From an optimization exercise on the open Yosys and OpenROAD flow, aimed at small area; shortcuts taken in it are not production practice.
Function was checked by simulation only, so behaviour that the tests miss may differ from the original. The flow treats the clock pin as an ideal source, which a real chip does not have.

## audiotrans
module audiotrans(		input logic CLOCK_50, reset_in,
						input logic slow_tick, com_tick,
						input logic [0:3] volume,
						input logic [3:0] sel,
						input logic [31:0] left_in, right_in,
						output logic [31:0] left_out, right_out,
						output logic [25:0] lights,
						output logic [6:0] vol0, vol1);
==> module avg20, before the edit <==
module avg20(input logic clock, reset, full,
			 input logic [31:0] in,
			 output logic [31:0] avg);
	logic [31:0] h [0:19];	 
	logic [36:0] s, sn;		 
	logic [36:0] cs, cc;	 
	logic [31:0] nh;
	logic unused;
	assign nh = ~(h[19] & {32{full}});
	always_comb begin
		for (int i = 0; i < 32; i++) begin
			cs[i] = s[i] ^ in[i] ^ nh[i];
			cc[i+1] = (s[i] & in[i]) | (s[i] & nh[i]) | (in[i] & nh[i]);
		end
		for (int i = 32; i < 37; i++) cs[i] = ~s[i];
		for (int i = 32; i < 36; i++) cc[i+1] = s[i];
		cc[0] = 1'b1;
	end
	rca #(37) add(.a(cs), .b(cc), .ci(1'b0), .s(sn), .co(unused));
	always_ff @(posedge clock) begin
		h[0] <= in;
		for (int k = 1; k < 20; k++) h[k] <= h[k-1];
		avg <= div20(s);
	end
	always_ff @(posedge clock or negedge reset) begin
		if (~reset) s <= 37'd0;
		else s <= sn;
	end
	function automatic logic [2:0] mod5(input logic [34:0] x);
		logic [6:0] ds;
		logic [4:0] f;
		ds = 7'(x[3:0]) + 7'(x[7:4]) + 7'(x[11:8]) + 7'(x[15:12]) + 7'(x[19:16])
		   + 7'(x[23:20]) + 7'(x[27:24]) + 7'(x[31:28]) + 7'(x[34:32]);
		f = 5'(ds[3:0]) + 5'(ds[6:4]);
		mod5 = 3'(f % 5'd5);
	endfunction
	function automatic logic [31:0] div20(input logic [36:0] v);
		logic [34:0] x;
		logic [2:0] r;
		logic [31:0] q;
		logic c, a, rc;
		x = v[36:2];
		r = mod5(x);
		q[0] = x[0] ^ r[0];
		c = q[0] & r[0];
		q[1] = x[1] ^ r[1] ^ c;
		c = (q[1] & r[1]) | (q[1] & c) | (r[1] & c);
		rc = r[2] | c;		 
		q[2] = x[2] ^ q[0] ^ rc;
		c = (q[2] & q[0]) | (q[2] & rc) | (q[0] & rc);
		for (int i = 3; i < 32; i++) begin
			a = q[i-2];
			q[i] = x[i] ^ a ^ c;
			c = (~x[i] & a) | (~x[i] & c) | (a & c);
		end
		div20 = q;
	endfunction
endmodule
==> module volmul, before the edit <==
module volmul(input logic [31:0] a, input logic [3:0] v, output logic [31:0] y);
	logic [31:0] p0, p1, p2, p3, s1, s2;
	logic unused1, unused2, unused3;
	assign p0 = a & {32{v[0]}};
	assign p1 = {a[30:0], 1'b0} & {32{v[1]}};
	assign p2 = {a[29:0], 2'b0} & {32{v[2]}};
	assign p3 = {a[28:0], 3'b0} & {32{v[3]}};
	rca #(32) r1(.a(p0), .b(p1), .ci(1'b0), .s(s1), .co(unused1));
	rca #(32) r2(.a(s1), .b(p2), .ci(1'b0), .s(s2), .co(unused2));
	rca #(32) r3(.a(s2), .b(p3), .ci(1'b0), .s(y), .co(unused3));
endmodule
==> flow/config.mk <==
export PLATFORM = sky130hd
export DESIGN_NAME = audiotrans
export DESIGN_NICKNAME = audiotrans
export VERILOG_FILES = /design/flow/design.v
export SDC_FILE = /design/flow/constraint.sdc
export NUM_CORES = 4
export LEC_CHECK = 0
export CAP_MARGIN = 20
export CORE_MARGIN = 2
export CORE_UTILIZATION = 55
export SLEW_MARGIN = 20
==> flow/constraint.sdc <==
create_clock -name core_clock -period 30.0 [get_ports {CLOCK_50}]
set_input_delay 6.0000 -clock core_clock [delete_from_list [all_inputs] [get_ports {CLOCK_50}]]
set_output_delay 6.0000 -clock core_clock [all_outputs]
set_load 0.01 [all_outputs]
standard.sh (not shown) runs the stock make flow with config.mk's settings and CLKGATE_MAP_FILE= SYNTH_SCRIPT=/design/flow/synth_recipe.tcl, a recipe that flattens the netlist after the stock synthesis.
==> flow/flow/run.sh <==
#!/bin/bash
# Standard layout (the standard.sh, ORFS) with three changes:
#  - after the standard synthesis, invopt2.py re-chooses the polarity of full
#    adders and of gates that have an inverting twin (and2/nand2, ...) so that
#    fewer inverters are needed; the logic and the registers are unchanged;
#  - the clock tree is built from clkbuf_16 in clusters of up to 32 sinks,
#    without dummy loads;
#  - the port buffers are buf_1 cells.
# Each step writes its full output to its own log in this folder.
set -euo pipefail
RES=$PWD/orfs/results/sky130hd/audiotrans/base
LIB=$FLOW_HOME/platforms/sky130hd/lib/sky130_fd_sc_hd__tt_025C_1v80.lib
CTS="-sink_clustering_enable -repair_clock_nets -dont_use_dummy_load -buf_list sky130_fd_sc_hd__clkbuf_16 -sink_clustering_size 32 -sink_clustering_max_diameter 100"
bash standard.sh $RES/1_2_yosys.v > synth_run.log 2>&1
cp $RES/1_2_yosys.v $RES/1_2_yosys_std.v
python3 flow/invopt2.py $LIB $RES/1_2_yosys_std.v $RES/1_2_yosys.v > invopt.log 2>&1
bash standard.sh CTS_ARGS="$CTS" BUFFER_PORTS_ARGS="-buffer_cell sky130_fd_sc_hd__buf_1" finish > layout_run.log 2>&1
Other scripts of this flow, unchanged in this note and not shown: flow/flow/invopt2.py
Change:
--- a/flow/design.v
+++ b/flow/design.v
@@ -58,22 +58,14 @@
 			 input logic [31:0] in,
 			 output logic [31:0] avg);
 	logic [31:0] h [0:19];	 
 	logic [36:0] s, sn;		 
-	logic [36:0] cs, cc;	 
+	logic [32:0] d;			 
 	logic [31:0] nh;
 	logic unused;
 	assign nh = ~(h[19] & {32{full}});
-	always_comb begin
-		for (int i = 0; i < 32; i++) begin
-			cs[i] = s[i] ^ in[i] ^ nh[i];
-			cc[i+1] = (s[i] & in[i]) | (s[i] & nh[i]) | (in[i] & nh[i]);
-		end
-		for (int i = 32; i < 37; i++) cs[i] = ~s[i];
-		for (int i = 32; i < 36; i++) cc[i+1] = s[i];
-		cc[0] = 1'b1;
-	end
-	rca #(37) add(.a(cs), .b(cc), .ci(1'b0), .s(sn), .co(unused));
+	rca #(32) sub(.a(in), .b(nh), .ci(1'b1), .s(d[31:0]), .co(d[32]));
+	rca #(37) add(.a(s), .b({{5{~d[32]}}, d[31:0]}), .ci(1'b0), .s(sn), .co(unused));
 	always_ff @(posedge clock) begin
 		h[0] <= in;
 		for (int k = 1; k < 20; k++) h[k] <= h[k-1];
 		avg <= div20(s);
@@ -260,14 +252,24 @@
 	end
 	assign co = c[W];
 endmodule
 module volmul(input logic [31:0] a, input logic [3:0] v, output logic [31:0] y);
-	logic [31:0] p0, p1, p2, p3, s1, s2;
-	logic unused1, unused2, unused3;
+	logic [31:0] p0, p1, p2, p3, s1, c1, s2, c2;
+	logic unused;
 	assign p0 = a & {32{v[0]}};
 	assign p1 = {a[30:0], 1'b0} & {32{v[1]}};
 	assign p2 = {a[29:0], 2'b0} & {32{v[2]}};
 	assign p3 = {a[28:0], 3'b0} & {32{v[3]}};
-	rca #(32) r1(.a(p0), .b(p1), .ci(1'b0), .s(s1), .co(unused1));
-	rca #(32) r2(.a(s1), .b(p2), .ci(1'b0), .s(s2), .co(unused2));
-	rca #(32) r3(.a(s2), .b(p3), .ci(1'b0), .s(y), .co(unused3));
-endmodule
+	always_comb begin
+		c1[0] = 1'b0;
+		c2[0] = 1'b0;
+		for (int i = 0; i < 32; i++) begin
+			s1[i] = p0[i] ^ p1[i] ^ p2[i];
+			if (i < 31) c1[i+1] = (p0[i] & p1[i]) | (p0[i] & p2[i]) | (p1[i] & p2[i]);
+		end
+		for (int i = 0; i < 32; i++) begin
+			s2[i] = s1[i] ^ c1[i] ^ p3[i];
+			if (i < 31) c2[i+1] = (s1[i] & c1[i]) | (s1[i] & p3[i]) | (c1[i] & p3[i]);
+		end
+	end
+	rca #(32) r(.a(s2), .b(c2), .ci(1'b0), .s(y), .co(unused));
+endmodule
What happened: Synthesized cell count rose by 2.1%. Routed wire length rose by 2.2%. Fmax is about the same. Final cell count rose by 1.3%. Worst setup slack is better by 41 ps. Global-route usage rose by 0.26 points. Die area rose by 0.77%. Via count rose by 1.4%.

==> separate check: timing with driven ports <==
In the flow no input, the clock included, has a driving cell. The finished layouts below were timed again as built, in two steps. Step 1 assumes that a clkbuf_16 drives the clock port and a buf_2 every other input. Step 2 times the ports against the registers' clock, not the clock port: input delays grow and output delays shrink by t, the midpoint of the rising clock arrivals with the driver on. a / b / c = ideal ports / drivers / drivers and shift; a / b = the first two.
| run | shift t [ns] | setup slack, ns | latest minus earliest clock arrival (ns) | slew at the worst register clock pin (ns) | cell pins on the clock port's net |
|---|---|---|---|---|---|
| the first run | 0.714 | 0.987 / 0.987 / 0.987 | 0.078 / 0.078 | 0.12 / 0.12 | 1 |
| the second run | 0.708 | 1.028 / 1.028 / 1.028 | 0.118 / 0.118 | 0.12 / 0.12 | 1 |
After both steps every run listed still meets setup and hold.
